This is an optimization exercise on Yosys and OpenROAD, whose aim is small area, not a production implementation. In this exercise RTL edits were held to simulation tests only and were not proved equivalent to the original.

==> flow/design.v, too long to show whole: its modules and the start of the top module <==
// module Top_FFT: 2054 lines
module Top_FFT #(parameter INTEGER_SIZE = 8, FRACT_SIZE = 8, NFFT = 128) (
    input  wire clk, rst,
    input  wire start_FFT,
    input  wire signed [INTEGER_SIZE+FRACT_SIZE-1:0] serial_in_r, serial_in_i,
    output wire signed [INTEGER_SIZE+FRACT_SIZE-1:0] serial_out_r, serial_out_i,
    output wire end_FFT, data_valid_FFT
);
  // ...
==> flow/run.sh <==
#!/bin/bash
# synth_recipe.tcl (not shown) runs the flow's synth.tcl, then flattens the netlist and writes it again
# the make line also repeats each setting of config.mk as NAME=value (left out here)
make -C /OpenROAD-flow-scripts/flow DESIGN_CONFIG=/design/flow/config.mk WORK_HOME=/design/flow/orfs CLKGATE_MAP_FILE= SYNTH_SCRIPT=/design/flow/synth_recipe.tcl finish
==> flow/config.mk <==
export PLATFORM = sky130hd
export DESIGN_NAME = Top_FFT
export DESIGN_NICKNAME = Top_FFT
export VERILOG_FILES = /design/flow/design.v
export SDC_FILE = /design/flow/constraint.sdc
export NUM_CORES = 4
export LEC_CHECK = 0
export CAP_MARGIN = 20
export CORE_MARGIN = 2
export CORE_UTILIZATION = 60
export CTS_CLUSTER_DIAMETER = 80
export CTS_CLUSTER_SIZE = 30
export PLACE_DENSITY = 0.7
export SLEW_MARGIN = 20
==> flow/constraint.sdc <==
create_clock -name core_clock -period 12.0 [get_ports {clk}]
set_input_delay 2.4000 -clock core_clock [delete_from_list [all_inputs] [get_ports {clk}]]
set_output_delay 2.4000 -clock core_clock [all_outputs]
set_load 0.01 [all_outputs]
==> results.txt, run 1 <==
Status = no timing/DRC/antenna violations
WP data required = 9.60 ns
Yosys warning total = 1
Critical path depth = 21
Multi-input gates = 5228
Num sequential = 4233
Final Hold Fails = 0
Fillers = 16800
Minimum clock period = 11.39 ns
Final ANT Viol Nets = 0
Synth top area cells = dfxtp_1 (62%), fa_1 (12%), xnor2_1 (4.2%)
Met3 routed WL = 14900 um
Register area = 84800 um^2
XOR/XNOR share of the synthesized area = 5.48%
CP Capture Point = serial_out_r[15]
WL final = 296000 um
Multi-input gate share of the layout cell area = 32.2%
Clock network area share = 3.69%
Commonest cells after routing, fill and taps aside = dfxtp_1 (4224), fa_1 (852), inv_1 (841), xnor2_1 (659), nand2_1 (510)
Hold Path Class = register to register
CORE AREA = 227000 um^2
Io pins = 69
Top cells by count, synth = dfxtp_1 (4224), fa_1 (852), inv_1 (841)
EDFF count, synth = 0
Place WS = 0.404 ns
Leading cell kind = flip-flops and latches
Syn Nets = 12000
Pins over their slew limit = 0
Mapped cell area = 137000 um^2
Rows = 175
Fin Hold WS = 0.270 ns
NonClk Buf Share = 1.71%
IO Port Bufs = 68
Met1 WL = 125000 um
DP Area = 142000 um^2
Antenna violations before repair = 13
Slowest cell on crit path = dfrtp_4
==> inputs of run 2 (changes only) <==
--- a/flow/design.v
+++ b/flow/design.v
@@ -182,5 +182,118 @@
 wire s3_si_s15; assign s3_si_s15 = s3_ai[15] ^ s3_gi[15] ^ s3_si_c14;
 wire signed [15:0] s3_si = {s3_si_s15, s3_si_s14, s3_si_s13, s3_si_s12, s3_si_s11, s3_si_s10, s3_si_s9, s3_si_s8, s3_si_s7, s3_si_s6, s3_si_s5, s3_si_s4, s3_si_s3, s3_si_s2, s3_si_s1, s3_si_s0};
-wire signed [15:0] s3_dr = s3_ar - s3_in_r, s3_di = s3_ai - s3_in_i;
+wire [15:0] s3_ncr = ~s3_in_r, s3_nci = ~s3_in_i;
+wire [15:0] s3_dru_p = s3_ar ^ s3_ncr;
+wire [15:0] s3_dru_g = s3_ar & s3_ncr;
+wire s3_dru_g0c = s3_dru_g[0] | (s3_dru_p[0] & 1'b1);
+wire s3_dru_G1 = s3_dru_g[1] | (s3_dru_p[1] & s3_dru_g0c);
+wire s3_dru_P1 = s3_dru_p[1] & s3_dru_p[0];
+wire s3_dru_G2 = s3_dru_g[3] | (s3_dru_p[3] & s3_dru_g[2]);
+wire s3_dru_P2 = s3_dru_p[3] & s3_dru_p[2];
+wire s3_dru_G3 = s3_dru_g[5] | (s3_dru_p[5] & s3_dru_g[4]);
+wire s3_dru_P3 = s3_dru_p[5] & s3_dru_p[4];
+wire s3_dru_G4 = s3_dru_g[7] | (s3_dru_p[7] & s3_dru_g[6]);
+wire s3_dru_P4 = s3_dru_p[7] & s3_dru_p[6];
+wire s3_dru_G5 = s3_dru_g[9] | (s3_dru_p[9] & s3_dru_g[8]);
+wire s3_dru_P5 = s3_dru_p[9] & s3_dru_p[8];
+wire s3_dru_G6 = s3_dru_g[11] | (s3_dru_p[11] & s3_dru_g[10]);
+wire s3_dru_P6 = s3_dru_p[11] & s3_dru_p[10];
+wire s3_dru_G7 = s3_dru_g[13] | (s3_dru_p[13] & s3_dru_g[12]);
+wire s3_dru_P7 = s3_dru_p[13] & s3_dru_p[12];
+wire s3_dru_G8 = s3_dru_g[15] | (s3_dru_p[15] & s3_dru_g[14]);
+wire s3_dru_P8 = s3_dru_p[15] & s3_dru_p[14];
+wire s3_dru_G9 = s3_dru_G2 | (s3_dru_P2 & s3_dru_G1);
+wire s3_dru_P9 = s3_dru_P2 & s3_dru_P1;
+wire s3_dru_G10 = s3_dru_G4 | (s3_dru_P4 & s3_dru_G3);
+wire s3_dru_P10 = s3_dru_P4 & s3_dru_P3;
+wire s3_dru_G11 = s3_dru_G6 | (s3_dru_P6 & s3_dru_G5);
+wire s3_dru_P11 = s3_dru_P6 & s3_dru_P5;
+wire s3_dru_G12 = s3_dru_G8 | (s3_dru_P8 & s3_dru_G7);
+wire s3_dru_P12 = s3_dru_P8 & s3_dru_P7;
+wire s3_dru_G13 = s3_dru_G10 | (s3_dru_P10 & s3_dru_G9);
+wire s3_dru_P13 = s3_dru_P10 & s3_dru_P9;
+wire s3_dru_G14 = s3_dru_G12 | (s3_dru_P12 & s3_dru_G11);
+wire s3_dru_P14 = s3_dru_P12 & s3_dru_P11;
+wire s3_dru_G15 = s3_dru_G14 | (s3_dru_P14 & s3_dru_G13);
+wire s3_dru_P15 = s3_dru_P14 & s3_dru_P13;
+wire s3_dru_G16 = s3_dru_G11 | (s3_dru_P11 & s3_dru_G13);
+wire s3_dru_P16 = s3_dru_P11 & s3_dru_P13;
+wire s3_dru_G17 = s3_dru_G3 | (s3_dru_P3 & s3_dru_G9);
+wire s3_dru_P17 = s3_dru_P3 & s3_dru_P9;
+wire s3_dru_G18 = s3_dru_G5 | (s3_dru_P5 & s3_dru_G13);
+wire s3_dru_P18 = s3_dru_P5 & s3_dru_P13;
+wire s3_dru_G19 = s3_dru_G7 | (s3_dru_P7 & s3_dru_G16);
+wire s3_dru_P19 = s3_dru_P7 & s3_dru_P16;
+wire s3_dru_G20 = s3_dru_g[2] | (s3_dru_p[2] & s3_dru_G1);
+wire s3_dru_P20 = s3_dru_p[2] & s3_dru_P1;
+wire s3_dru_G21 = s3_dru_g[4] | (s3_dru_p[4] & s3_dru_G9);
+wire s3_dru_P21 = s3_dru_p[4] & s3_dru_P9;
+wire s3_dru_G22 = s3_dru_g[6] | (s3_dru_p[6] & s3_dru_G17);
+wire s3_dru_P22 = s3_dru_p[6] & s3_dru_P17;
+wire s3_dru_G23 = s3_dru_g[8] | (s3_dru_p[8] & s3_dru_G13);
+wire s3_dru_P23 = s3_dru_p[8] & s3_dru_P13;
+wire s3_dru_G24 = s3_dru_g[10] | (s3_dru_p[10] & s3_dru_G18);
+wire s3_dru_P24 = s3_dru_p[10] & s3_dru_P18;
+wire s3_dru_G25 = s3_dru_g[12] | (s3_dru_p[12] & s3_dru_G16);
+wire s3_dru_P25 = s3_dru_p[12] & s3_dru_P16;
+wire s3_dru_G26 = s3_dru_g[14] | (s3_dru_p[14] & s3_dru_G19);
+wire s3_dru_P26 = s3_dru_p[14] & s3_dru_P19;
+wire [15:0] s3_dru = {(s3_dru_p[15] ^ s3_dru_G26), (s3_dru_p[14] ^ s3_dru_G19), (s3_dru_p[13] ^ s3_dru_G25), (s3_dru_p[12] ^ s3_dru_G16), (s3_dru_p[11] ^ s3_dru_G24), (s3_dru_p[10] ^ s3_dru_G18), (s3_dru_p[9] ^ s3_dru_G23), (s3_dru_p[8] ^ s3_dru_G13), (s3_dru_p[7] ^ s3_dru_G22), (s3_dru_p[6] ^ s3_dru_G17), (s3_dru_p[5] ^ s3_dru_G21), (s3_dru_p[4] ^ s3_dru_G9), (s3_dru_p[3] ^ s3_dru_G20), (s3_dru_p[2] ^ s3_dru_G1), (s3_dru_p[1] ^ s3_dru_g0c), (s3_dru_p[0] ^ 1'b1)};
+wire [15:0] s3_diu_p = s3_ai ^ s3_nci;
+wire [15:0] s3_diu_g = s3_ai & s3_nci;
+wire s3_diu_g0c = s3_diu_g[0] | (s3_diu_p[0] & 1'b1);
+wire s3_diu_G1 = s3_diu_g[1] | (s3_diu_p[1] & s3_diu_g0c);
+wire s3_diu_P1 = s3_diu_p[1] & s3_diu_p[0];
+wire s3_diu_G2 = s3_diu_g[3] | (s3_diu_p[3] & s3_diu_g[2]);
+wire s3_diu_P2 = s3_diu_p[3] & s3_diu_p[2];
+wire s3_diu_G3 = s3_diu_g[5] | (s3_diu_p[5] & s3_diu_g[4]);
+wire s3_diu_P3 = s3_diu_p[5] & s3_diu_p[4];
+wire s3_diu_G4 = s3_diu_g[7] | (s3_diu_p[7] & s3_diu_g[6]);
+wire s3_diu_P4 = s3_diu_p[7] & s3_diu_p[6];
+wire s3_diu_G5 = s3_diu_g[9] | (s3_diu_p[9] & s3_diu_g[8]);
+wire s3_diu_P5 = s3_diu_p[9] & s3_diu_p[8];
+wire s3_diu_G6 = s3_diu_g[11] | (s3_diu_p[11] & s3_diu_g[10]);
+wire s3_diu_P6 = s3_diu_p[11] & s3_diu_p[10];
+wire s3_diu_G7 = s3_diu_g[13] | (s3_diu_p[13] & s3_diu_g[12]);
+wire s3_diu_P7 = s3_diu_p[13] & s3_diu_p[12];
+wire s3_diu_G8 = s3_diu_g[15] | (s3_diu_p[15] & s3_diu_g[14]);
+wire s3_diu_P8 = s3_diu_p[15] & s3_diu_p[14];
+wire s3_diu_G9 = s3_diu_G2 | (s3_diu_P2 & s3_diu_G1);
+wire s3_diu_P9 = s3_diu_P2 & s3_diu_P1;
+wire s3_diu_G10 = s3_diu_G4 | (s3_diu_P4 & s3_diu_G3);
+wire s3_diu_P10 = s3_diu_P4 & s3_diu_P3;
+wire s3_diu_G11 = s3_diu_G6 | (s3_diu_P6 & s3_diu_G5);
+wire s3_diu_P11 = s3_diu_P6 & s3_diu_P5;
+wire s3_diu_G12 = s3_diu_G8 | (s3_diu_P8 & s3_diu_G7);
+wire s3_diu_P12 = s3_diu_P8 & s3_diu_P7;
+wire s3_diu_G13 = s3_diu_G10 | (s3_diu_P10 & s3_diu_G9);
+wire s3_diu_P13 = s3_diu_P10 & s3_diu_P9;
+wire s3_diu_G14 = s3_diu_G12 | (s3_diu_P12 & s3_diu_G11);
+wire s3_diu_P14 = s3_diu_P12 & s3_diu_P11;
+wire s3_diu_G15 = s3_diu_G14 | (s3_diu_P14 & s3_diu_G13);
+wire s3_diu_P15 = s3_diu_P14 & s3_diu_P13;
+wire s3_diu_G16 = s3_diu_G11 | (s3_diu_P11 & s3_diu_G13);
+wire s3_diu_P16 = s3_diu_P11 & s3_diu_P13;
+wire s3_diu_G17 = s3_diu_G3 | (s3_diu_P3 & s3_diu_G9);
+wire s3_diu_P17 = s3_diu_P3 & s3_diu_P9;
+wire s3_diu_G18 = s3_diu_G5 | (s3_diu_P5 & s3_diu_G13);
+wire s3_diu_P18 = s3_diu_P5 & s3_diu_P13;
+wire s3_diu_G19 = s3_diu_G7 | (s3_diu_P7 & s3_diu_G16);
+wire s3_diu_P19 = s3_diu_P7 & s3_diu_P16;
+wire s3_diu_G20 = s3_diu_g[2] | (s3_diu_p[2] & s3_diu_G1);
+wire s3_diu_P20 = s3_diu_p[2] & s3_diu_P1;
+wire s3_diu_G21 = s3_diu_g[4] | (s3_diu_p[4] & s3_diu_G9);
+wire s3_diu_P21 = s3_diu_p[4] & s3_diu_P9;
+wire s3_diu_G22 = s3_diu_g[6] | (s3_diu_p[6] & s3_diu_G17);
+wire s3_diu_P22 = s3_diu_p[6] & s3_diu_P17;
+wire s3_diu_G23 = s3_diu_g[8] | (s3_diu_p[8] & s3_diu_G13);
+wire s3_diu_P23 = s3_diu_p[8] & s3_diu_P13;
+wire s3_diu_G24 = s3_diu_g[10] | (s3_diu_p[10] & s3_diu_G18);
+wire s3_diu_P24 = s3_diu_p[10] & s3_diu_P18;
+wire s3_diu_G25 = s3_diu_g[12] | (s3_diu_p[12] & s3_diu_G16);
+wire s3_diu_P25 = s3_diu_p[12] & s3_diu_P16;
+wire s3_diu_G26 = s3_diu_g[14] | (s3_diu_p[14] & s3_diu_G19);
+wire s3_diu_P26 = s3_diu_p[14] & s3_diu_P19;
+wire [15:0] s3_diu = {(s3_diu_p[15] ^ s3_diu_G26), (s3_diu_p[14] ^ s3_diu_G19), (s3_diu_p[13] ^ s3_diu_G25), (s3_diu_p[12] ^ s3_diu_G16), (s3_diu_p[11] ^ s3_diu_G24), (s3_diu_p[10] ^ s3_diu_G18), (s3_diu_p[9] ^ s3_diu_G23), (s3_diu_p[8] ^ s3_diu_G13), (s3_diu_p[7] ^ s3_diu_G22), (s3_diu_p[6] ^ s3_diu_G17), (s3_diu_p[5] ^ s3_diu_G21), (s3_diu_p[4] ^ s3_diu_G9), (s3_diu_p[3] ^ s3_diu_G20), (s3_diu_p[2] ^ s3_diu_G1), (s3_diu_p[1] ^ s3_diu_g0c), (s3_diu_p[0] ^ 1'b1)};
+wire signed [15:0] s3_dr = s3_dru, s3_di = s3_diu;
 reg signed [15:0] s4_in_r, s4_in_i;
 reg [255:0] s4_dl;
@@ -220,5 +333,118 @@
 wire s4_si_s15; assign s4_si_s15 = s4_ai[15] ^ s4_in_i[15] ^ s4_si_c14;
 wire signed [15:0] s4_si = {s4_si_s15, s4_si_s14, s4_si_s13, s4_si_s12, s4_si_s11, s4_si_s10, s4_si_s9, s4_si_s8, s4_si_s7, s4_si_s6, s4_si_s5, s4_si_s4, s4_si_s3, s4_si_s2, s4_si_s1, s4_si_s0};
-wire signed [15:0] s4_dr = s4_ar - s4_in_r, s4_di = s4_ai - s4_in_i;
+wire [15:0] s4_ncr = ~s4_in_r, s4_nci = ~s4_in_i;
+wire [15:0] s4_dru_p = s4_ar ^ s4_ncr;
+wire [15:0] s4_dru_g = s4_ar & s4_ncr;
+wire s4_dru_g0c = s4_dru_g[0] | (s4_dru_p[0] & 1'b1);
+wire s4_dru_G1 = s4_dru_g[1] | (s4_dru_p[1] & s4_dru_g0c);
+wire s4_dru_P1 = s4_dru_p[1] & s4_dru_p[0];
+wire s4_dru_G2 = s4_dru_g[3] | (s4_dru_p[3] & s4_dru_g[2]);
+wire s4_dru_P2 = s4_dru_p[3] & s4_dru_p[2];
+wire s4_dru_G3 = s4_dru_g[5] | (s4_dru_p[5] & s4_dru_g[4]);
+wire s4_dru_P3 = s4_dru_p[5] & s4_dru_p[4];
+wire s4_dru_G4 = s4_dru_g[7] | (s4_dru_p[7] & s4_dru_g[6]);
+wire s4_dru_P4 = s4_dru_p[7] & s4_dru_p[6];
+wire s4_dru_G5 = s4_dru_g[9] | (s4_dru_p[9] & s4_dru_g[8]);
+wire s4_dru_P5 = s4_dru_p[9] & s4_dru_p[8];
+wire s4_dru_G6 = s4_dru_g[11] | (s4_dru_p[11] & s4_dru_g[10]);
+wire s4_dru_P6 = s4_dru_p[11] & s4_dru_p[10];
+wire s4_dru_G7 = s4_dru_g[13] | (s4_dru_p[13] & s4_dru_g[12]);
+wire s4_dru_P7 = s4_dru_p[13] & s4_dru_p[12];
+wire s4_dru_G8 = s4_dru_g[15] | (s4_dru_p[15] & s4_dru_g[14]);
+wire s4_dru_P8 = s4_dru_p[15] & s4_dru_p[14];
+wire s4_dru_G9 = s4_dru_G2 | (s4_dru_P2 & s4_dru_G1);
+wire s4_dru_P9 = s4_dru_P2 & s4_dru_P1;
+wire s4_dru_G10 = s4_dru_G4 | (s4_dru_P4 & s4_dru_G3);
+wire s4_dru_P10 = s4_dru_P4 & s4_dru_P3;
+wire s4_dru_G11 = s4_dru_G6 | (s4_dru_P6 & s4_dru_G5);
+wire s4_dru_P11 = s4_dru_P6 & s4_dru_P5;
+wire s4_dru_G12 = s4_dru_G8 | (s4_dru_P8 & s4_dru_G7);
+wire s4_dru_P12 = s4_dru_P8 & s4_dru_P7;
+wire s4_dru_G13 = s4_dru_G10 | (s4_dru_P10 & s4_dru_G9);
+wire s4_dru_P13 = s4_dru_P10 & s4_dru_P9;
+wire s4_dru_G14 = s4_dru_G12 | (s4_dru_P12 & s4_dru_G11);
+wire s4_dru_P14 = s4_dru_P12 & s4_dru_P11;
+wire s4_dru_G15 = s4_dru_G14 | (s4_dru_P14 & s4_dru_G13);
+wire s4_dru_P15 = s4_dru_P14 & s4_dru_P13;
+wire s4_dru_G16 = s4_dru_G11 | (s4_dru_P11 & s4_dru_G13);
+wire s4_dru_P16 = s4_dru_P11 & s4_dru_P13;
+wire s4_dru_G17 = s4_dru_G3 | (s4_dru_P3 & s4_dru_G9);
+wire s4_dru_P17 = s4_dru_P3 & s4_dru_P9;
+wire s4_dru_G18 = s4_dru_G5 | (s4_dru_P5 & s4_dru_G13);
+wire s4_dru_P18 = s4_dru_P5 & s4_dru_P13;
+wire s4_dru_G19 = s4_dru_G7 | (s4_dru_P7 & s4_dru_G16);
+wire s4_dru_P19 = s4_dru_P7 & s4_dru_P16;
+wire s4_dru_G20 = s4_dru_g[2] | (s4_dru_p[2] & s4_dru_G1);
+wire s4_dru_P20 = s4_dru_p[2] & s4_dru_P1;
+wire s4_dru_G21 = s4_dru_g[4] | (s4_dru_p[4] & s4_dru_G9);
+wire s4_dru_P21 = s4_dru_p[4] & s4_dru_P9;
+wire s4_dru_G22 = s4_dru_g[6] | (s4_dru_p[6] & s4_dru_G17);
+wire s4_dru_P22 = s4_dru_p[6] & s4_dru_P17;
+wire s4_dru_G23 = s4_dru_g[8] | (s4_dru_p[8] & s4_dru_G13);
+wire s4_dru_P23 = s4_dru_p[8] & s4_dru_P13;
+wire s4_dru_G24 = s4_dru_g[10] | (s4_dru_p[10] & s4_dru_G18);
+wire s4_dru_P24 = s4_dru_p[10] & s4_dru_P18;
+wire s4_dru_G25 = s4_dru_g[12] | (s4_dru_p[12] & s4_dru_G16);
+wire s4_dru_P25 = s4_dru_p[12] & s4_dru_P16;
+wire s4_dru_G26 = s4_dru_g[14] | (s4_dru_p[14] & s4_dru_G19);
+wire s4_dru_P26 = s4_dru_p[14] & s4_dru_P19;
+wire [15:0] s4_dru = {(s4_dru_p[15] ^ s4_dru_G26), (s4_dru_p[14] ^ s4_dru_G19), (s4_dru_p[13] ^ s4_dru_G25), (s4_dru_p[12] ^ s4_dru_G16), (s4_dru_p[11] ^ s4_dru_G24), (s4_dru_p[10] ^ s4_dru_G18), (s4_dru_p[9] ^ s4_dru_G23), (s4_dru_p[8] ^ s4_dru_G13), (s4_dru_p[7] ^ s4_dru_G22), (s4_dru_p[6] ^ s4_dru_G17), (s4_dru_p[5] ^ s4_dru_G21), (s4_dru_p[4] ^ s4_dru_G9), (s4_dru_p[3] ^ s4_dru_G20), (s4_dru_p[2] ^ s4_dru_G1), (s4_dru_p[1] ^ s4_dru_g0c), (s4_dru_p[0] ^ 1'b1)};
+wire [15:0] s4_diu_p = s4_ai ^ s4_nci;
+wire [15:0] s4_diu_g = s4_ai & s4_nci;
+wire s4_diu_g0c = s4_diu_g[0] | (s4_diu_p[0] & 1'b1);
+wire s4_diu_G1 = s4_diu_g[1] | (s4_diu_p[1] & s4_diu_g0c);
+wire s4_diu_P1 = s4_diu_p[1] & s4_diu_p[0];
+wire s4_diu_G2 = s4_diu_g[3] | (s4_diu_p[3] & s4_diu_g[2]);
+wire s4_diu_P2 = s4_diu_p[3] & s4_diu_p[2];
+wire s4_diu_G3 = s4_diu_g[5] | (s4_diu_p[5] & s4_diu_g[4]);
+wire s4_diu_P3 = s4_diu_p[5] & s4_diu_p[4];
+wire s4_diu_G4 = s4_diu_g[7] | (s4_diu_p[7] & s4_diu_g[6]);
+wire s4_diu_P4 = s4_diu_p[7] & s4_diu_p[6];
+wire s4_diu_G5 = s4_diu_g[9] | (s4_diu_p[9] & s4_diu_g[8]);
+wire s4_diu_P5 = s4_diu_p[9] & s4_diu_p[8];
+wire s4_diu_G6 = s4_diu_g[11] | (s4_diu_p[11] & s4_diu_g[10]);
+wire s4_diu_P6 = s4_diu_p[11] & s4_diu_p[10];
+wire s4_diu_G7 = s4_diu_g[13] | (s4_diu_p[13] & s4_diu_g[12]);
+wire s4_diu_P7 = s4_diu_p[13] & s4_diu_p[12];
+wire s4_diu_G8 = s4_diu_g[15] | (s4_diu_p[15] & s4_diu_g[14]);
+wire s4_diu_P8 = s4_diu_p[15] & s4_diu_p[14];
+wire s4_diu_G9 = s4_diu_G2 | (s4_diu_P2 & s4_diu_G1);
+wire s4_diu_P9 = s4_diu_P2 & s4_diu_P1;
+wire s4_diu_G10 = s4_diu_G4 | (s4_diu_P4 & s4_diu_G3);
+wire s4_diu_P10 = s4_diu_P4 & s4_diu_P3;
+wire s4_diu_G11 = s4_diu_G6 | (s4_diu_P6 & s4_diu_G5);
+wire s4_diu_P11 = s4_diu_P6 & s4_diu_P5;
+wire s4_diu_G12 = s4_diu_G8 | (s4_diu_P8 & s4_diu_G7);
+wire s4_diu_P12 = s4_diu_P8 & s4_diu_P7;
+wire s4_diu_G13 = s4_diu_G10 | (s4_diu_P10 & s4_diu_G9);
+wire s4_diu_P13 = s4_diu_P10 & s4_diu_P9;
+wire s4_diu_G14 = s4_diu_G12 | (s4_diu_P12 & s4_diu_G11);
+wire s4_diu_P14 = s4_diu_P12 & s4_diu_P11;
+wire s4_diu_G15 = s4_diu_G14 | (s4_diu_P14 & s4_diu_G13);
+wire s4_diu_P15 = s4_diu_P14 & s4_diu_P13;
+wire s4_diu_G16 = s4_diu_G11 | (s4_diu_P11 & s4_diu_G13);
+wire s4_diu_P16 = s4_diu_P11 & s4_diu_P13;
+wire s4_diu_G17 = s4_diu_G3 | (s4_diu_P3 & s4_diu_G9);
+wire s4_diu_P17 = s4_diu_P3 & s4_diu_P9;
+wire s4_diu_G18 = s4_diu_G5 | (s4_diu_P5 & s4_diu_G13);
+wire s4_diu_P18 = s4_diu_P5 & s4_diu_P13;
+wire s4_diu_G19 = s4_diu_G7 | (s4_diu_P7 & s4_diu_G16);
+wire s4_diu_P19 = s4_diu_P7 & s4_diu_P16;
+wire s4_diu_G20 = s4_diu_g[2] | (s4_diu_p[2] & s4_diu_G1);
+wire s4_diu_P20 = s4_diu_p[2] & s4_diu_P1;
+wire s4_diu_G21 = s4_diu_g[4] | (s4_diu_p[4] & s4_diu_G9);
+wire s4_diu_P21 = s4_diu_p[4] & s4_diu_P9;
+wire s4_diu_G22 = s4_diu_g[6] | (s4_diu_p[6] & s4_diu_G17);
+wire s4_diu_P22 = s4_diu_p[6] & s4_diu_P17;
+wire s4_diu_G23 = s4_diu_g[8] | (s4_diu_p[8] & s4_diu_G13);
+wire s4_diu_P23 = s4_diu_p[8] & s4_diu_P13;
+wire s4_diu_G24 = s4_diu_g[10] | (s4_diu_p[10] & s4_diu_G18);
+wire s4_diu_P24 = s4_diu_p[10] & s4_diu_P18;
+wire s4_diu_G25 = s4_diu_g[12] | (s4_diu_p[12] & s4_diu_G16);
+wire s4_diu_P25 = s4_diu_p[12] & s4_diu_P16;
+wire s4_diu_G26 = s4_diu_g[14] | (s4_diu_p[14] & s4_diu_G19);
+wire s4_diu_P26 = s4_diu_p[14] & s4_diu_P19;
+wire [15:0] s4_diu = {(s4_diu_p[15] ^ s4_diu_G26), (s4_diu_p[14] ^ s4_diu_G19), (s4_diu_p[13] ^ s4_diu_G25), (s4_diu_p[12] ^ s4_diu_G16), (s4_diu_p[11] ^ s4_diu_G24), (s4_diu_p[10] ^ s4_diu_G18), (s4_diu_p[9] ^ s4_diu_G23), (s4_diu_p[8] ^ s4_diu_G13), (s4_diu_p[7] ^ s4_diu_G22), (s4_diu_p[6] ^ s4_diu_G17), (s4_diu_p[5] ^ s4_diu_G21), (s4_diu_p[4] ^ s4_diu_G9), (s4_diu_p[3] ^ s4_diu_G20), (s4_diu_p[2] ^ s4_diu_G1), (s4_diu_p[1] ^ s4_diu_g0c), (s4_diu_p[0] ^ 1'b1)};
+wire signed [15:0] s4_dr = s4_dru, s4_di = s4_diu;
 reg signed [15:0] s5_in_r, s5_in_i;
 reg [127:0] s5_dl;
@@ -1583,5 +1809,89 @@
 wire [23:0] m2_rx = {m2_n481, m2_n479, m2_n477, m2_n475, m2_n473, m2_n471, m2_n469, m2_n467, m2_n465, m2_n463, m2_n461, m2_n459, m2_n457, m2_n455, m2_n453, m2_n451, m2_n449, m2_n447, m2_n445, m2_n443, m2_n441, m2_n439, m2_n437, m2_n389};
 wire [23:0] m2_ry = {m2_n480, m2_n478, m2_n476, m2_n474, m2_n472, m2_n470, m2_n468, m2_n466, m2_n464, m2_n462, m2_n460, m2_n458, m2_n456, m2_n454, m2_n452, m2_n450, m2_n448, m2_n446, m2_n444, m2_n442, m2_n440, m2_n438, m2_n436, m2_n435};
-wire [23:0] m2_rs = m2_rx + m2_ry;
+wire [23:0] m2_rs_p = m2_rx ^ m2_ry;
+wire [23:0] m2_rs_g = m2_rx & m2_ry;
+wire m2_rs_G1 = m2_rs_g[1] | (m2_rs_p[1] & m2_rs_g[0]);
+wire m2_rs_P1 = m2_rs_p[1] & m2_rs_p[0];
+wire m2_rs_G2 = m2_rs_g[3] | (m2_rs_p[3] & m2_rs_g[2]);
+wire m2_rs_P2 = m2_rs_p[3] & m2_rs_p[2];
+wire m2_rs_G3 = m2_rs_g[5] | (m2_rs_p[5] & m2_rs_g[4]);
+wire m2_rs_P3 = m2_rs_p[5] & m2_rs_p[4];
+wire m2_rs_G4 = m2_rs_g[7] | (m2_rs_p[7] & m2_rs_g[6]);
+wire m2_rs_P4 = m2_rs_p[7] & m2_rs_p[6];
+wire m2_rs_G5 = m2_rs_g[9] | (m2_rs_p[9] & m2_rs_g[8]);
+wire m2_rs_P5 = m2_rs_p[9] & m2_rs_p[8];
+wire m2_rs_G6 = m2_rs_g[11] | (m2_rs_p[11] & m2_rs_g[10]);
+wire m2_rs_P6 = m2_rs_p[11] & m2_rs_p[10];
+wire m2_rs_G7 = m2_rs_g[13] | (m2_rs_p[13] & m2_rs_g[12]);
+wire m2_rs_P7 = m2_rs_p[13] & m2_rs_p[12];
+wire m2_rs_G8 = m2_rs_g[15] | (m2_rs_p[15] & m2_rs_g[14]);
+wire m2_rs_P8 = m2_rs_p[15] & m2_rs_p[14];
+wire m2_rs_G9 = m2_rs_g[17] | (m2_rs_p[17] & m2_rs_g[16]);
+wire m2_rs_P9 = m2_rs_p[17] & m2_rs_p[16];
+wire m2_rs_G10 = m2_rs_g[19] | (m2_rs_p[19] & m2_rs_g[18]);
+wire m2_rs_P10 = m2_rs_p[19] & m2_rs_p[18];
+wire m2_rs_G11 = m2_rs_g[21] | (m2_rs_p[21] & m2_rs_g[20]);
+wire m2_rs_P11 = m2_rs_p[21] & m2_rs_p[20];
+wire m2_rs_G12 = m2_rs_g[23] | (m2_rs_p[23] & m2_rs_g[22]);
+wire m2_rs_P12 = m2_rs_p[23] & m2_rs_p[22];
+wire m2_rs_G13 = m2_rs_G2 | (m2_rs_P2 & m2_rs_G1);
+wire m2_rs_P13 = m2_rs_P2 & m2_rs_P1;
+wire m2_rs_G14 = m2_rs_G4 | (m2_rs_P4 & m2_rs_G3);
+wire m2_rs_P14 = m2_rs_P4 & m2_rs_P3;
+wire m2_rs_G15 = m2_rs_G6 | (m2_rs_P6 & m2_rs_G5);
+wire m2_rs_P15 = m2_rs_P6 & m2_rs_P5;
+wire m2_rs_G16 = m2_rs_G8 | (m2_rs_P8 & m2_rs_G7);
+wire m2_rs_P16 = m2_rs_P8 & m2_rs_P7;
+wire m2_rs_G17 = m2_rs_G10 | (m2_rs_P10 & m2_rs_G9);
+wire m2_rs_P17 = m2_rs_P10 & m2_rs_P9;
+wire m2_rs_G18 = m2_rs_G12 | (m2_rs_P12 & m2_rs_G11);
+wire m2_rs_P18 = m2_rs_P12 & m2_rs_P11;
+wire m2_rs_G19 = m2_rs_G14 | (m2_rs_P14 & m2_rs_G13);
+wire m2_rs_P19 = m2_rs_P14 & m2_rs_P13;
+wire m2_rs_G20 = m2_rs_G16 | (m2_rs_P16 & m2_rs_G15);
+wire m2_rs_P20 = m2_rs_P16 & m2_rs_P15;
+wire m2_rs_G21 = m2_rs_G18 | (m2_rs_P18 & m2_rs_G17);
+wire m2_rs_P21 = m2_rs_P18 & m2_rs_P17;
+wire m2_rs_G22 = m2_rs_G20 | (m2_rs_P20 & m2_rs_G19);
+wire m2_rs_P22 = m2_rs_P20 & m2_rs_P19;
+wire m2_rs_G23 = m2_rs_G21 | (m2_rs_P21 & m2_rs_G22);
+wire m2_rs_P23 = m2_rs_P21 & m2_rs_P22;
+wire m2_rs_G24 = m2_rs_G15 | (m2_rs_P15 & m2_rs_G19);
+wire m2_rs_P24 = m2_rs_P15 & m2_rs_P19;
+wire m2_rs_G25 = m2_rs_G17 | (m2_rs_P17 & m2_rs_G22);
+wire m2_rs_P25 = m2_rs_P17 & m2_rs_P22;
+wire m2_rs_G26 = m2_rs_G3 | (m2_rs_P3 & m2_rs_G13);
+wire m2_rs_P26 = m2_rs_P3 & m2_rs_P13;
+wire m2_rs_G27 = m2_rs_G5 | (m2_rs_P5 & m2_rs_G19);
+wire m2_rs_P27 = m2_rs_P5 & m2_rs_P19;
+wire m2_rs_G28 = m2_rs_G7 | (m2_rs_P7 & m2_rs_G24);
+wire m2_rs_P28 = m2_rs_P7 & m2_rs_P24;
+wire m2_rs_G29 = m2_rs_G9 | (m2_rs_P9 & m2_rs_G22);
+wire m2_rs_P29 = m2_rs_P9 & m2_rs_P22;
+wire m2_rs_G30 = m2_rs_G11 | (m2_rs_P11 & m2_rs_G25);
+wire m2_rs_P30 = m2_rs_P11 & m2_rs_P25;
+wire m2_rs_G31 = m2_rs_g[2] | (m2_rs_p[2] & m2_rs_G1);
+wire m2_rs_P31 = m2_rs_p[2] & m2_rs_P1;
+wire m2_rs_G32 = m2_rs_g[4] | (m2_rs_p[4] & m2_rs_G13);
+wire m2_rs_P32 = m2_rs_p[4] & m2_rs_P13;
+wire m2_rs_G33 = m2_rs_g[6] | (m2_rs_p[6] & m2_rs_G26);
+wire m2_rs_P33 = m2_rs_p[6] & m2_rs_P26;
+wire m2_rs_G34 = m2_rs_g[8] | (m2_rs_p[8] & m2_rs_G19);
+wire m2_rs_P34 = m2_rs_p[8] & m2_rs_P19;
+wire m2_rs_G35 = m2_rs_g[10] | (m2_rs_p[10] & m2_rs_G27);
+wire m2_rs_P35 = m2_rs_p[10] & m2_rs_P27;
+wire m2_rs_G36 = m2_rs_g[12] | (m2_rs_p[12] & m2_rs_G24);
+wire m2_rs_P36 = m2_rs_p[12] & m2_rs_P24;
+wire m2_rs_G37 = m2_rs_g[14] | (m2_rs_p[14] & m2_rs_G28);
+wire m2_rs_P37 = m2_rs_p[14] & m2_rs_P28;
+wire m2_rs_G38 = m2_rs_g[16] | (m2_rs_p[16] & m2_rs_G22);
+wire m2_rs_P38 = m2_rs_p[16] & m2_rs_P22;
+wire m2_rs_G39 = m2_rs_g[18] | (m2_rs_p[18] & m2_rs_G29);
+wire m2_rs_P39 = m2_rs_p[18] & m2_rs_P29;
+wire m2_rs_G40 = m2_rs_g[20] | (m2_rs_p[20] & m2_rs_G25);
+wire m2_rs_P40 = m2_rs_p[20] & m2_rs_P25;
+wire m2_rs_G41 = m2_rs_g[22] | (m2_rs_p[22] & m2_rs_G30);
+wire m2_rs_P41 = m2_rs_p[22] & m2_rs_P30;
+wire [23:0] m2_rs = {(m2_rs_p[23] ^ m2_rs_G41), (m2_rs_p[22] ^ m2_rs_G30), (m2_rs_p[21] ^ m2_rs_G40), (m2_rs_p[20] ^ m2_rs_G25), (m2_rs_p[19] ^ m2_rs_G39), (m2_rs_p[18] ^ m2_rs_G29), (m2_rs_p[17] ^ m2_rs_G38), (m2_rs_p[16] ^ m2_rs_G22), (m2_rs_p[15] ^ m2_rs_G37), (m2_rs_p[14] ^ m2_rs_G28), (m2_rs_p[13] ^ m2_rs_G36), (m2_rs_p[12] ^ m2_rs_G24), (m2_rs_p[11] ^ m2_rs_G35), (m2_rs_p[10] ^ m2_rs_G27), (m2_rs_p[9] ^ m2_rs_G34), (m2_rs_p[8] ^ m2_rs_G19), (m2_rs_p[7] ^ m2_rs_G33), (m2_rs_p[6] ^ m2_rs_G26), (m2_rs_p[5] ^ m2_rs_G32), (m2_rs_p[4] ^ m2_rs_G13), (m2_rs_p[3] ^ m2_rs_G31), (m2_rs_p[2] ^ m2_rs_G1), (m2_rs_p[1] ^ m2_rs_g[0]), m2_rs_p[0]};
 wire [15:0] m2_r = m2_rs[23:8];
 assign m2_n483 = (((m2_db[1] & m2_ar[0]) | (m2_db[0] & 1'b0)) ^ ~m2_db[2]);
@@ -1917,5 +2227,89 @@
 wire [23:0] m2_ix = {m2_n963, m2_n961, m2_n959, m2_n957, m2_n955, m2_n953, m2_n951, m2_n949, m2_n947, m2_n945, m2_n943, m2_n941, m2_n939, m2_n937, m2_n935, m2_n933, m2_n931, m2_n929, m2_n927, m2_n925, m2_n923, m2_n921, m2_n919, m2_n871};
 wire [23:0] m2_iy = {m2_n962, m2_n960, m2_n958, m2_n956, m2_n954, m2_n952, m2_n950, m2_n948, m2_n946, m2_n944, m2_n942, m2_n940, m2_n938, m2_n936, m2_n934, m2_n932, m2_n930, m2_n928, m2_n926, m2_n924, m2_n922, m2_n920, m2_n918, m2_n917};
-wire [23:0] m2_is = m2_ix + m2_iy;
+wire [23:0] m2_is_p = m2_ix ^ m2_iy;
+wire [23:0] m2_is_g = m2_ix & m2_iy;
+wire m2_is_G1 = m2_is_g[1] | (m2_is_p[1] & m2_is_g[0]);
+wire m2_is_P1 = m2_is_p[1] & m2_is_p[0];
+wire m2_is_G2 = m2_is_g[3] | (m2_is_p[3] & m2_is_g[2]);
+wire m2_is_P2 = m2_is_p[3] & m2_is_p[2];
+wire m2_is_G3 = m2_is_g[5] | (m2_is_p[5] & m2_is_g[4]);
+wire m2_is_P3 = m2_is_p[5] & m2_is_p[4];
+wire m2_is_G4 = m2_is_g[7] | (m2_is_p[7] & m2_is_g[6]);
+wire m2_is_P4 = m2_is_p[7] & m2_is_p[6];
+wire m2_is_G5 = m2_is_g[9] | (m2_is_p[9] & m2_is_g[8]);
+wire m2_is_P5 = m2_is_p[9] & m2_is_p[8];
+wire m2_is_G6 = m2_is_g[11] | (m2_is_p[11] & m2_is_g[10]);
+wire m2_is_P6 = m2_is_p[11] & m2_is_p[10];
+wire m2_is_G7 = m2_is_g[13] | (m2_is_p[13] & m2_is_g[12]);
+wire m2_is_P7 = m2_is_p[13] & m2_is_p[12];
+wire m2_is_G8 = m2_is_g[15] | (m2_is_p[15] & m2_is_g[14]);
+wire m2_is_P8 = m2_is_p[15] & m2_is_p[14];
+wire m2_is_G9 = m2_is_g[17] | (m2_is_p[17] & m2_is_g[16]);
+wire m2_is_P9 = m2_is_p[17] & m2_is_p[16];
+wire m2_is_G10 = m2_is_g[19] | (m2_is_p[19] & m2_is_g[18]);
+wire m2_is_P10 = m2_is_p[19] & m2_is_p[18];
+wire m2_is_G11 = m2_is_g[21] | (m2_is_p[21] & m2_is_g[20]);
+wire m2_is_P11 = m2_is_p[21] & m2_is_p[20];
+wire m2_is_G12 = m2_is_g[23] | (m2_is_p[23] & m2_is_g[22]);
+wire m2_is_P12 = m2_is_p[23] & m2_is_p[22];
+wire m2_is_G13 = m2_is_G2 | (m2_is_P2 & m2_is_G1);
+wire m2_is_P13 = m2_is_P2 & m2_is_P1;
+wire m2_is_G14 = m2_is_G4 | (m2_is_P4 & m2_is_G3);
+wire m2_is_P14 = m2_is_P4 & m2_is_P3;
+wire m2_is_G15 = m2_is_G6 | (m2_is_P6 & m2_is_G5);
+wire m2_is_P15 = m2_is_P6 & m2_is_P5;
+wire m2_is_G16 = m2_is_G8 | (m2_is_P8 & m2_is_G7);
+wire m2_is_P16 = m2_is_P8 & m2_is_P7;
+wire m2_is_G17 = m2_is_G10 | (m2_is_P10 & m2_is_G9);
+wire m2_is_P17 = m2_is_P10 & m2_is_P9;
+wire m2_is_G18 = m2_is_G12 | (m2_is_P12 & m2_is_G11);
+wire m2_is_P18 = m2_is_P12 & m2_is_P11;
+wire m2_is_G19 = m2_is_G14 | (m2_is_P14 & m2_is_G13);
+wire m2_is_P19 = m2_is_P14 & m2_is_P13;
+wire m2_is_G20 = m2_is_G16 | (m2_is_P16 & m2_is_G15);
+wire m2_is_P20 = m2_is_P16 & m2_is_P15;
+wire m2_is_G21 = m2_is_G18 | (m2_is_P18 & m2_is_G17);
+wire m2_is_P21 = m2_is_P18 & m2_is_P17;
+wire m2_is_G22 = m2_is_G20 | (m2_is_P20 & m2_is_G19);
+wire m2_is_P22 = m2_is_P20 & m2_is_P19;
+wire m2_is_G23 = m2_is_G21 | (m2_is_P21 & m2_is_G22);
+wire m2_is_P23 = m2_is_P21 & m2_is_P22;
+wire m2_is_G24 = m2_is_G15 | (m2_is_P15 & m2_is_G19);
+wire m2_is_P24 = m2_is_P15 & m2_is_P19;
+wire m2_is_G25 = m2_is_G17 | (m2_is_P17 & m2_is_G22);
+wire m2_is_P25 = m2_is_P17 & m2_is_P22;
+wire m2_is_G26 = m2_is_G3 | (m2_is_P3 & m2_is_G13);
+wire m2_is_P26 = m2_is_P3 & m2_is_P13;
+wire m2_is_G27 = m2_is_G5 | (m2_is_P5 & m2_is_G19);
+wire m2_is_P27 = m2_is_P5 & m2_is_P19;
+wire m2_is_G28 = m2_is_G7 | (m2_is_P7 & m2_is_G24);
+wire m2_is_P28 = m2_is_P7 & m2_is_P24;
+wire m2_is_G29 = m2_is_G9 | (m2_is_P9 & m2_is_G22);
+wire m2_is_P29 = m2_is_P9 & m2_is_P22;
+wire m2_is_G30 = m2_is_G11 | (m2_is_P11 & m2_is_G25);
+wire m2_is_P30 = m2_is_P11 & m2_is_P25;
+wire m2_is_G31 = m2_is_g[2] | (m2_is_p[2] & m2_is_G1);
+wire m2_is_P31 = m2_is_p[2] & m2_is_P1;
+wire m2_is_G32 = m2_is_g[4] | (m2_is_p[4] & m2_is_G13);
+wire m2_is_P32 = m2_is_p[4] & m2_is_P13;
+wire m2_is_G33 = m2_is_g[6] | (m2_is_p[6] & m2_is_G26);
+wire m2_is_P33 = m2_is_p[6] & m2_is_P26;
+wire m2_is_G34 = m2_is_g[8] | (m2_is_p[8] & m2_is_G19);
+wire m2_is_P34 = m2_is_p[8] & m2_is_P19;
+wire m2_is_G35 = m2_is_g[10] | (m2_is_p[10] & m2_is_G27);
+wire m2_is_P35 = m2_is_p[10] & m2_is_P27;
+wire m2_is_G36 = m2_is_g[12] | (m2_is_p[12] & m2_is_G24);
+wire m2_is_P36 = m2_is_p[12] & m2_is_P24;
+wire m2_is_G37 = m2_is_g[14] | (m2_is_p[14] & m2_is_G28);
+wire m2_is_P37 = m2_is_p[14] & m2_is_P28;
+wire m2_is_G38 = m2_is_g[16] | (m2_is_p[16] & m2_is_G22);
+wire m2_is_P38 = m2_is_p[16] & m2_is_P22;
+wire m2_is_G39 = m2_is_g[18] | (m2_is_p[18] & m2_is_G29);
+wire m2_is_P39 = m2_is_p[18] & m2_is_P29;
+wire m2_is_G40 = m2_is_g[20] | (m2_is_p[20] & m2_is_G25);
+wire m2_is_P40 = m2_is_p[20] & m2_is_P25;
+wire m2_is_G41 = m2_is_g[22] | (m2_is_p[22] & m2_is_G30);
+wire m2_is_P41 = m2_is_p[22] & m2_is_P30;
+wire [23:0] m2_is = {(m2_is_p[23] ^ m2_is_G41), (m2_is_p[22] ^ m2_is_G30), (m2_is_p[21] ^ m2_is_G40), (m2_is_p[20] ^ m2_is_G25), (m2_is_p[19] ^ m2_is_G39), (m2_is_p[18] ^ m2_is_G29), (m2_is_p[17] ^ m2_is_G38), (m2_is_p[16] ^ m2_is_G22), (m2_is_p[15] ^ m2_is_G37), (m2_is_p[14] ^ m2_is_G28), (m2_is_p[13] ^ m2_is_G36), (m2_is_p[12] ^ m2_is_G24), (m2_is_p[11] ^ m2_is_G35), (m2_is_p[10] ^ m2_is_G27), (m2_is_p[9] ^ m2_is_G34), (m2_is_p[8] ^ m2_is_G19), (m2_is_p[7] ^ m2_is_G33), (m2_is_p[6] ^ m2_is_G26), (m2_is_p[5] ^ m2_is_G32), (m2_is_p[4] ^ m2_is_G13), (m2_is_p[3] ^ m2_is_G31), (m2_is_p[2] ^ m2_is_G1), (m2_is_p[1] ^ m2_is_g[0]), m2_is_p[0]};
 wire [15:0] m2_i = m2_is[23:8];
 wire [2:0] s5_q = cnt[2:0] - 3'd3;
@@ -1929,5 +2323,62 @@
 wire [16:0] s5_za = {17{s5_na}} ^ {s5_xr[15], s5_xr};
 wire [16:0] s5_zb = {17{s5_ni}} ^ {s5_xi[15], s5_xi};
-wire [16:0] s5_z = s5_za + s5_zb + s5_na;
+wire [16:0] s5_z_p = s5_za ^ s5_zb;
+wire [16:0] s5_z_g = s5_za & s5_zb;
+wire s5_z_g0c = s5_z_g[0] | (s5_z_p[0] & s5_na);
+wire s5_z_G1 = s5_z_g[1] | (s5_z_p[1] & s5_z_g0c);
+wire s5_z_P1 = s5_z_p[1] & s5_z_p[0];
+wire s5_z_G2 = s5_z_g[3] | (s5_z_p[3] & s5_z_g[2]);
+wire s5_z_P2 = s5_z_p[3] & s5_z_p[2];
+wire s5_z_G3 = s5_z_g[5] | (s5_z_p[5] & s5_z_g[4]);
+wire s5_z_P3 = s5_z_p[5] & s5_z_p[4];
+wire s5_z_G4 = s5_z_g[7] | (s5_z_p[7] & s5_z_g[6]);
+wire s5_z_P4 = s5_z_p[7] & s5_z_p[6];
+wire s5_z_G5 = s5_z_g[9] | (s5_z_p[9] & s5_z_g[8]);
+wire s5_z_P5 = s5_z_p[9] & s5_z_p[8];
+wire s5_z_G6 = s5_z_g[11] | (s5_z_p[11] & s5_z_g[10]);
+wire s5_z_P6 = s5_z_p[11] & s5_z_p[10];
+wire s5_z_G7 = s5_z_g[13] | (s5_z_p[13] & s5_z_g[12]);
+wire s5_z_P7 = s5_z_p[13] & s5_z_p[12];
+wire s5_z_G8 = s5_z_g[15] | (s5_z_p[15] & s5_z_g[14]);
+wire s5_z_P8 = s5_z_p[15] & s5_z_p[14];
+wire s5_z_G9 = s5_z_G2 | (s5_z_P2 & s5_z_G1);
+wire s5_z_P9 = s5_z_P2 & s5_z_P1;
+wire s5_z_G10 = s5_z_G4 | (s5_z_P4 & s5_z_G3);
+wire s5_z_P10 = s5_z_P4 & s5_z_P3;
+wire s5_z_G11 = s5_z_G6 | (s5_z_P6 & s5_z_G5);
+wire s5_z_P11 = s5_z_P6 & s5_z_P5;
+wire s5_z_G12 = s5_z_G8 | (s5_z_P8 & s5_z_G7);
+wire s5_z_P12 = s5_z_P8 & s5_z_P7;
+wire s5_z_G13 = s5_z_G10 | (s5_z_P10 & s5_z_G9);
+wire s5_z_P13 = s5_z_P10 & s5_z_P9;
+wire s5_z_G14 = s5_z_G12 | (s5_z_P12 & s5_z_G11);
+wire s5_z_P14 = s5_z_P12 & s5_z_P11;
+wire s5_z_G15 = s5_z_G14 | (s5_z_P14 & s5_z_G13);
+wire s5_z_P15 = s5_z_P14 & s5_z_P13;
+wire s5_z_G16 = s5_z_G11 | (s5_z_P11 & s5_z_G13);
+wire s5_z_P16 = s5_z_P11 & s5_z_P13;
+wire s5_z_G17 = s5_z_G3 | (s5_z_P3 & s5_z_G9);
+wire s5_z_P17 = s5_z_P3 & s5_z_P9;
+wire s5_z_G18 = s5_z_G5 | (s5_z_P5 & s5_z_G13);
+wire s5_z_P18 = s5_z_P5 & s5_z_P13;
+wire s5_z_G19 = s5_z_G7 | (s5_z_P7 & s5_z_G16);
+wire s5_z_P19 = s5_z_P7 & s5_z_P16;
+wire s5_z_G20 = s5_z_g[2] | (s5_z_p[2] & s5_z_G1);
+wire s5_z_P20 = s5_z_p[2] & s5_z_P1;
+wire s5_z_G21 = s5_z_g[4] | (s5_z_p[4] & s5_z_G9);
+wire s5_z_P21 = s5_z_p[4] & s5_z_P9;
+wire s5_z_G22 = s5_z_g[6] | (s5_z_p[6] & s5_z_G17);
+wire s5_z_P22 = s5_z_p[6] & s5_z_P17;
+wire s5_z_G23 = s5_z_g[8] | (s5_z_p[8] & s5_z_G13);
+wire s5_z_P23 = s5_z_p[8] & s5_z_P13;
+wire s5_z_G24 = s5_z_g[10] | (s5_z_p[10] & s5_z_G18);
+wire s5_z_P24 = s5_z_p[10] & s5_z_P18;
+wire s5_z_G25 = s5_z_g[12] | (s5_z_p[12] & s5_z_G16);
+wire s5_z_P25 = s5_z_p[12] & s5_z_P16;
+wire s5_z_G26 = s5_z_g[14] | (s5_z_p[14] & s5_z_G19);
+wire s5_z_P26 = s5_z_p[14] & s5_z_P19;
+wire s5_z_G27 = s5_z_g[16] | (s5_z_p[16] & s5_z_G15);
+wire s5_z_P27 = s5_z_p[16] & s5_z_P15;
+wire [16:0] s5_z = {(s5_z_p[16] ^ s5_z_G15), (s5_z_p[15] ^ s5_z_G26), (s5_z_p[14] ^ s5_z_G19), (s5_z_p[13] ^ s5_z_G25), (s5_z_p[12] ^ s5_z_G16), (s5_z_p[11] ^ s5_z_G24), (s5_z_p[10] ^ s5_z_G18), (s5_z_p[9] ^ s5_z_G23), (s5_z_p[8] ^ s5_z_G13), (s5_z_p[7] ^ s5_z_G22), (s5_z_p[6] ^ s5_z_G17), (s5_z_p[5] ^ s5_z_G21), (s5_z_p[4] ^ s5_z_G9), (s5_z_p[3] ^ s5_z_G20), (s5_z_p[2] ^ s5_z_G1), (s5_z_p[1] ^ s5_z_g0c), (s5_z_p[0] ^ s5_na)};
 wire s5_y_n1, s5_y_n2, s5_y_n3, s5_y_n4, s5_y_n5, s5_y_n6, s5_y_n7, s5_y_n8, s5_y_n9, s5_y_n10, s5_y_n11, s5_y_n12, s5_y_n13, s5_y_n14, s5_y_n15, s5_y_n16, s5_y_n17, s5_y_n18, s5_y_n19, s5_y_n20, s5_y_n21, s5_y_n22, s5_y_n23, s5_y_n24, s5_y_n25, s5_y_n26, s5_y_n27, s5_y_n28, s5_y_n29, s5_y_n30, s5_y_n31, s5_y_n32, s5_y_n33, s5_y_n34, s5_y_n35, s5_y_n36, s5_y_n37, s5_y_n38, s5_y_n39, s5_y_n40, s5_y_n41, s5_y_n42, s5_y_n43, s5_y_n44, s5_y_n45, s5_y_n46, s5_y_n47, s5_y_n48, s5_y_n49, s5_y_n50, s5_y_n51, s5_y_n52, s5_y_n53, s5_y_n54, s5_y_n55, s5_y_n56, s5_y_n57, s5_y_n58, s5_y_n59, s5_y_n60, s5_y_n61, s5_y_n62, s5_y_n63, s5_y_n64, s5_y_n65, s5_y_n66, s5_y_n67, s5_y_n68, s5_y_n69, s5_y_n70, s5_y_n71, s5_y_n72, s5_y_n73, s5_y_n74, s5_y_n75, s5_y_n76, s5_y_n77, s5_y_n78, s5_y_n79, s5_y_n80, s5_y_n81, s5_y_n82, s5_y_n83, s5_y_n84, s5_y_n85, s5_y_n86, s5_y_n87, s5_y_n88, s5_y_n89, s5_y_n90, s5_y_n91, s5_y_n92, s5_y_n93, s5_y_n94, s5_y_n95, s5_y_n96, s5_y_n97, s5_y_n98, s5_y_n99, s5_y_n100, s5_y_n101, s5_y_n102, s5_y_n103, s5_y_n104, s5_y_n105, s5_y_n106, s5_y_n107, s5_y_n108, s5_y_n109, s5_y_n110, s5_y_n111, s5_y_n112, s5_y_n113, s5_y_n114, s5_y_n115, s5_y_n116, s5_y_n117, s5_y_n118, s5_y_n119, s5_y_n120, s5_y_n121, s5_y_n122, s5_y_n123, s5_y_n124, s5_y_n125, s5_y_n126, s5_y_n127, s5_y_n128, s5_y_n129, s5_y_n130, s5_y_n131, s5_y_n132, s5_y_n133;
 assign s5_y_n1 = ~s5_z[16];
@@ -2002,5 +2453,89 @@
 wire [23:0] s5_y_x = {s5_y_n1, s5_y_n132, s5_y_n130, s5_y_n128, s5_y_n126, s5_y_n124, s5_y_n122, s5_y_n120, s5_y_n118, s5_y_n116, s5_y_n114, s5_y_n112, s5_y_n110, s5_y_n108, s5_y_n106, s5_y_n104, s5_y_n102, s5_y_n100, s5_y_n98, s5_y_n96, s5_y_n94, s5_ni, s5_z[1], s5_z[0]};
 wire [23:0] s5_y_y = {s5_y_n133, s5_y_n131, s5_y_n129, s5_y_n127, s5_y_n125, s5_y_n123, s5_y_n121, s5_y_n119, s5_y_n117, s5_y_n115, s5_y_n113, s5_y_n111, s5_y_n109, s5_y_n107, s5_y_n105, s5_y_n103, s5_y_n101, s5_y_n99, s5_y_n97, s5_y_n95, s5_y_n93, s5_y_n92, 1'b0, s5_ni};
-wire [23:0] s5_y_s = s5_y_x + s5_y_y;
+wire [23:0] s5_y_s_p = s5_y_x ^ s5_y_y;
+wire [23:0] s5_y_s_g = s5_y_x & s5_y_y;
+wire s5_y_s_G1 = s5_y_s_g[1] | (s5_y_s_p[1] & s5_y_s_g[0]);
+wire s5_y_s_P1 = s5_y_s_p[1] & s5_y_s_p[0];
+wire s5_y_s_G2 = s5_y_s_g[3] | (s5_y_s_p[3] & s5_y_s_g[2]);
+wire s5_y_s_P2 = s5_y_s_p[3] & s5_y_s_p[2];
+wire s5_y_s_G3 = s5_y_s_g[5] | (s5_y_s_p[5] & s5_y_s_g[4]);
+wire s5_y_s_P3 = s5_y_s_p[5] & s5_y_s_p[4];
+wire s5_y_s_G4 = s5_y_s_g[7] | (s5_y_s_p[7] & s5_y_s_g[6]);
+wire s5_y_s_P4 = s5_y_s_p[7] & s5_y_s_p[6];
+wire s5_y_s_G5 = s5_y_s_g[9] | (s5_y_s_p[9] & s5_y_s_g[8]);
+wire s5_y_s_P5 = s5_y_s_p[9] & s5_y_s_p[8];
+wire s5_y_s_G6 = s5_y_s_g[11] | (s5_y_s_p[11] & s5_y_s_g[10]);
+wire s5_y_s_P6 = s5_y_s_p[11] & s5_y_s_p[10];
+wire s5_y_s_G7 = s5_y_s_g[13] | (s5_y_s_p[13] & s5_y_s_g[12]);
+wire s5_y_s_P7 = s5_y_s_p[13] & s5_y_s_p[12];
+wire s5_y_s_G8 = s5_y_s_g[15] | (s5_y_s_p[15] & s5_y_s_g[14]);
+wire s5_y_s_P8 = s5_y_s_p[15] & s5_y_s_p[14];
+wire s5_y_s_G9 = s5_y_s_g[17] | (s5_y_s_p[17] & s5_y_s_g[16]);
+wire s5_y_s_P9 = s5_y_s_p[17] & s5_y_s_p[16];
+wire s5_y_s_G10 = s5_y_s_g[19] | (s5_y_s_p[19] & s5_y_s_g[18]);
+wire s5_y_s_P10 = s5_y_s_p[19] & s5_y_s_p[18];
+wire s5_y_s_G11 = s5_y_s_g[21] | (s5_y_s_p[21] & s5_y_s_g[20]);
+wire s5_y_s_P11 = s5_y_s_p[21] & s5_y_s_p[20];
+wire s5_y_s_G12 = s5_y_s_g[23] | (s5_y_s_p[23] & s5_y_s_g[22]);
+wire s5_y_s_P12 = s5_y_s_p[23] & s5_y_s_p[22];
+wire s5_y_s_G13 = s5_y_s_G2 | (s5_y_s_P2 & s5_y_s_G1);
+wire s5_y_s_P13 = s5_y_s_P2 & s5_y_s_P1;
+wire s5_y_s_G14 = s5_y_s_G4 | (s5_y_s_P4 & s5_y_s_G3);
+wire s5_y_s_P14 = s5_y_s_P4 & s5_y_s_P3;
+wire s5_y_s_G15 = s5_y_s_G6 | (s5_y_s_P6 & s5_y_s_G5);
+wire s5_y_s_P15 = s5_y_s_P6 & s5_y_s_P5;
+wire s5_y_s_G16 = s5_y_s_G8 | (s5_y_s_P8 & s5_y_s_G7);
+wire s5_y_s_P16 = s5_y_s_P8 & s5_y_s_P7;
+wire s5_y_s_G17 = s5_y_s_G10 | (s5_y_s_P10 & s5_y_s_G9);
+wire s5_y_s_P17 = s5_y_s_P10 & s5_y_s_P9;
+wire s5_y_s_G18 = s5_y_s_G12 | (s5_y_s_P12 & s5_y_s_G11);
+wire s5_y_s_P18 = s5_y_s_P12 & s5_y_s_P11;
+wire s5_y_s_G19 = s5_y_s_G14 | (s5_y_s_P14 & s5_y_s_G13);
+wire s5_y_s_P19 = s5_y_s_P14 & s5_y_s_P13;
+wire s5_y_s_G20 = s5_y_s_G16 | (s5_y_s_P16 & s5_y_s_G15);
+wire s5_y_s_P20 = s5_y_s_P16 & s5_y_s_P15;
+wire s5_y_s_G21 = s5_y_s_G18 | (s5_y_s_P18 & s5_y_s_G17);
+wire s5_y_s_P21 = s5_y_s_P18 & s5_y_s_P17;
+wire s5_y_s_G22 = s5_y_s_G20 | (s5_y_s_P20 & s5_y_s_G19);
+wire s5_y_s_P22 = s5_y_s_P20 & s5_y_s_P19;
+wire s5_y_s_G23 = s5_y_s_G21 | (s5_y_s_P21 & s5_y_s_G22);
+wire s5_y_s_P23 = s5_y_s_P21 & s5_y_s_P22;
+wire s5_y_s_G24 = s5_y_s_G15 | (s5_y_s_P15 & s5_y_s_G19);
+wire s5_y_s_P24 = s5_y_s_P15 & s5_y_s_P19;
+wire s5_y_s_G25 = s5_y_s_G17 | (s5_y_s_P17 & s5_y_s_G22);
+wire s5_y_s_P25 = s5_y_s_P17 & s5_y_s_P22;
+wire s5_y_s_G26 = s5_y_s_G3 | (s5_y_s_P3 & s5_y_s_G13);
+wire s5_y_s_P26 = s5_y_s_P3 & s5_y_s_P13;
+wire s5_y_s_G27 = s5_y_s_G5 | (s5_y_s_P5 & s5_y_s_G19);
+wire s5_y_s_P27 = s5_y_s_P5 & s5_y_s_P19;
+wire s5_y_s_G28 = s5_y_s_G7 | (s5_y_s_P7 & s5_y_s_G24);
+wire s5_y_s_P28 = s5_y_s_P7 & s5_y_s_P24;
+wire s5_y_s_G29 = s5_y_s_G9 | (s5_y_s_P9 & s5_y_s_G22);
+wire s5_y_s_P29 = s5_y_s_P9 & s5_y_s_P22;
+wire s5_y_s_G30 = s5_y_s_G11 | (s5_y_s_P11 & s5_y_s_G25);
+wire s5_y_s_P30 = s5_y_s_P11 & s5_y_s_P25;
+wire s5_y_s_G31 = s5_y_s_g[2] | (s5_y_s_p[2] & s5_y_s_G1);
+wire s5_y_s_P31 = s5_y_s_p[2] & s5_y_s_P1;
+wire s5_y_s_G32 = s5_y_s_g[4] | (s5_y_s_p[4] & s5_y_s_G13);
+wire s5_y_s_P32 = s5_y_s_p[4] & s5_y_s_P13;
+wire s5_y_s_G33 = s5_y_s_g[6] | (s5_y_s_p[6] & s5_y_s_G26);
+wire s5_y_s_P33 = s5_y_s_p[6] & s5_y_s_P26;
+wire s5_y_s_G34 = s5_y_s_g[8] | (s5_y_s_p[8] & s5_y_s_G19);
+wire s5_y_s_P34 = s5_y_s_p[8] & s5_y_s_P19;
+wire s5_y_s_G35 = s5_y_s_g[10] | (s5_y_s_p[10] & s5_y_s_G27);
+wire s5_y_s_P35 = s5_y_s_p[10] & s5_y_s_P27;
+wire s5_y_s_G36 = s5_y_s_g[12] | (s5_y_s_p[12] & s5_y_s_G24);
+wire s5_y_s_P36 = s5_y_s_p[12] & s5_y_s_P24;
+wire s5_y_s_G37 = s5_y_s_g[14] | (s5_y_s_p[14] & s5_y_s_G28);
+wire s5_y_s_P37 = s5_y_s_p[14] & s5_y_s_P28;
+wire s5_y_s_G38 = s5_y_s_g[16] | (s5_y_s_p[16] & s5_y_s_G22);
+wire s5_y_s_P38 = s5_y_s_p[16] & s5_y_s_P22;
+wire s5_y_s_G39 = s5_y_s_g[18] | (s5_y_s_p[18] & s5_y_s_G29);
+wire s5_y_s_P39 = s5_y_s_p[18] & s5_y_s_P29;
+wire s5_y_s_G40 = s5_y_s_g[20] | (s5_y_s_p[20] & s5_y_s_G25);
+wire s5_y_s_P40 = s5_y_s_p[20] & s5_y_s_P25;
+wire s5_y_s_G41 = s5_y_s_g[22] | (s5_y_s_p[22] & s5_y_s_G30);
+wire s5_y_s_P41 = s5_y_s_p[22] & s5_y_s_P30;
+wire [23:0] s5_y_s = {(s5_y_s_p[23] ^ s5_y_s_G41), (s5_y_s_p[22] ^ s5_y_s_G30), (s5_y_s_p[21] ^ s5_y_s_G40), (s5_y_s_p[20] ^ s5_y_s_G25), (s5_y_s_p[19] ^ s5_y_s_G39), (s5_y_s_p[18] ^ s5_y_s_G29), (s5_y_s_p[17] ^ s5_y_s_G38), (s5_y_s_p[16] ^ s5_y_s_G22), (s5_y_s_p[15] ^ s5_y_s_G37), (s5_y_s_p[14] ^ s5_y_s_G28), (s5_y_s_p[13] ^ s5_y_s_G36), (s5_y_s_p[12] ^ s5_y_s_G24), (s5_y_s_p[11] ^ s5_y_s_G35), (s5_y_s_p[10] ^ s5_y_s_G27), (s5_y_s_p[9] ^ s5_y_s_G34), (s5_y_s_p[8] ^ s5_y_s_G19), (s5_y_s_p[7] ^ s5_y_s_G33), (s5_y_s_p[6] ^ s5_y_s_G26), (s5_y_s_p[5] ^ s5_y_s_G32), (s5_y_s_p[4] ^ s5_y_s_G13), (s5_y_s_p[3] ^ s5_y_s_G31), (s5_y_s_p[2] ^ s5_y_s_G1), (s5_y_s_p[1] ^ s5_y_s_g[0]), s5_y_s_p[0]};
 wire [15:0] s5_y = s5_y_s[23:8];
 reg [15:0] s5_h1, s5_h2;
--- a/flow/config.mk
+++ b/flow/config.mk
@@ -9,6 +9,6 @@
 export CORE_MARGIN = 2
 export CORE_UTILIZATION = 60
-export CTS_CLUSTER_DIAMETER = 80
-export CTS_CLUSTER_SIZE = 30
+export CTS_CLUSTER_DIAMETER = 100
+export CTS_CLUSTER_SIZE = 25
 export PLACE_DENSITY = 0.7
 export SLEW_MARGIN = 20
==> run 2 against run 1 <==
Net effect: cell count shrank 3.0%; first-iteration DRC count shrank 0.99%; sequential cell count is the same; still clean; largest cell class unchanged; via count shrank 4.7%.
==> results.txt, run 2 <==
Status = no timing/DRC/antenna violations
Mean Syn Cell Area = 13.0 um^2
Commonest cells after routing, fill and taps aside = dfxtp_1 (4224), fa_1 (911), inv_1 (844), nand2_1 (607), xnor2_1 (586)
Fin crit share = 95.1%
Syn Nets = 11700 (-2.6%)
Pins over their slew limit = 0 (unchanged)
First-pass GRT wire length = 415000 um
Synth async-reset ratio = 0.213%
DR WL/cell = 19.3 um
RSZ-0062 raised after global routing = no
Synth top area cells = dfxtp_1 (62%), fa_1 (13%), xnor2_1 (3.8%)
Worst-path clk slew = 0.10 ns
WL final = 260000 um (-12%)
Top cells by count, synth = dfxtp_1 (4224), fa_1 (911), inv_1 (844)
Worst rel slew slack = 17.2%
Number of global-route vias before repair = 73200
Final Non-Filler Cells = 13500
Crit path capture type = primary output
Synth cell types = 93
Most frequent CP cell = fa_1
DR vias = 70100
Final Hold Fails = 0 (unchanged)
Largest net degree at the start of global routing = 100
CTS H-Tree Depth = 4
Syn Inst Count = 10400
CORE AREA = 225000 um^2 (-1.1%)
Final ANT Viol Nets = 0 (unchanged)
Mapped cell area = 135000 um^2 (-1.0%)
EDFF count, synth = 0 (unchanged)
Clk Latency, worst-skew pair = 0.88 ns
DRC violations left = 0
Fin Clk Skew = 0.102 ns
Share of the synthesized area in the top cell type = 62.4%
Commonest non-fill, non-tap cell in the layout = dfxtp_1
Largest regs = s1_dl x2048, s2_dl x1024, s3_dl x512
Worst EP arrival = 9.01 ns
Rows = 174 (-0.57%)
Initial drt markers = 5104
Crit path kind = register to primary output
Vias per cell = 5.21
Yosys warning total = 1 (unchanged)
IO Port Bufs = 68 (unchanged)
Setup TNS = 0 ns
Worst-path fanout max = 45
Share of cells above drive strength 1 = 5.17%
Worst-Margin Slew = 1.24 ns
Antenna violations before repair = 12 (-1)
FF+latch count, synth = 4233
Max Freq = 0.0876 GHz
Cts repair resizes = 0
Total Routing Usage GR = 23.1%
Largest reg by FF count = s1_dl
Sequential share of the synthesized area = 62.6%
Minimum clock period = 11.41 ns (+0.0172 ns)
DP Area = 140000 um^2 (-1.3%)
Clk sink count = 4233
Dpl cells = 13200
Fin nets = 11700
Die W = 479 um
Root buffer cell = clkbuf_16
Hold_buf cts = 0
Detailed-router iteration count before antenna repair = 7
Slowest cell on crit path = dfrtp_4
Hold Path Class = register to register
WP data required = 9.60 ns (about the same)
Largest register FFs = 2048
Layout overhead on the synthesized area = 7.47%
Io pins = 69 (unchanged)
CP Cell Sequence = inv_2 -> buf_4 -> nor2_1 -> fa_1 -> fa_1 -> fa_1 -> fa_1 -> fa_1 -> fa_1 -> fa_1 -> fa_1 -> fa_1 -> fa_1 -> fa_1 -> fa_1 -> fa_1 -> xor2_1 -> xnor2_1 -> clkdlybuf4s50_1
## run 2: final cells by class
type	count	area, um^2
Fill cell	16700	79100
Inverter	854	3210
Timing Repair Buffer	254	2120
Clock buffer	197	4910
Tap cell	2992	3740
Clock inverter	33	703
Sequential cell	4233	84800
Multi-Input combinational cell	4889	46100
Antenna cell	7	17.5
## run 2: logic make-up after synthesis
family / count (synthesis) / share of synthesized area, %
buffers and inverters: 1285 / 3.67
adder cells (fa/ha/maj): 1269 / 16.8
XOR/XNOR: 814 / 5.28
AND/OR/NAND/NOR: 1265 / 3.94
flip-flops: 4233 / 62.6
AO/OA/AOI/OAI: 1347 / 6.28
multiplexers: 194 / 1.45
## run 2: layer usage
metal  track usage (%)  share of wire (%)  vias up
met2              36.5                 45     2063
met3              4.00                6.2      500
li1                  -                  -    33000
met5                 0              0.015        -
met1              32.5                 45    34500
met4              7.59                3.4        6
## run 2: metrics by stage
step	hold WS [ns]	util, %	worst slack [ns]
floorplan	0.310	-	1.26
global placement	0.310	62.3	0.853
detailed placement	0.312	62.3	0.695
CTS	0.251	64.8	0.451
global route	0.260	64.8	0.148
finish	0.258	64.8	0.589
## run 2: worst paths after layout
path	from	to	cells past startpoint
max	cnt[0]	serial_out_i[15]	19
max in group asynchronous	rst	cnt[0]	1
min in group asynchronous	rst	cnt[0]	1
min reg2reg	s4_dl[121]	s4_dl[153]	0
max reg2reg	s4_dl[240]	s4_dl[31]	50
min	s4_dl[121]	s4_dl[153]	0
## run 2: worst max-delay path: cells and delay by family, from the launching register on
kind          cells  cell delay [ns]
simple gates      1             0.13
fa+ha+maj        13             5.59
buf+inv           3             1.45
flops             1             0.61
xor+xnor          2             0.33

## re-timing with driven ports
Ports are ideal in the flow. The routed layouts listed here were re-timed in OpenROAD.
Step 1, drivers: a clkbuf_16 drives clk and a buf_2 each remaining input, both assumed.
Step 2, shift: input delay + t, output delay - t, t = (earliest + latest rising clock arrival at the registers) / 2. This alone moves slack from input paths to output paths.
a / b / c = ideal ports / drivers / drivers and shift; a / b = the first two.
| run | t, ns | slack for setup (ns) |
|---|---|---|
| run 1 | 0.963 | 0.606 / 0.512 / 0.217 |
| run 2 | 0.921 | 0.589 / 0.494 / 0.528 |
After both steps every run listed still meets setup and hold.
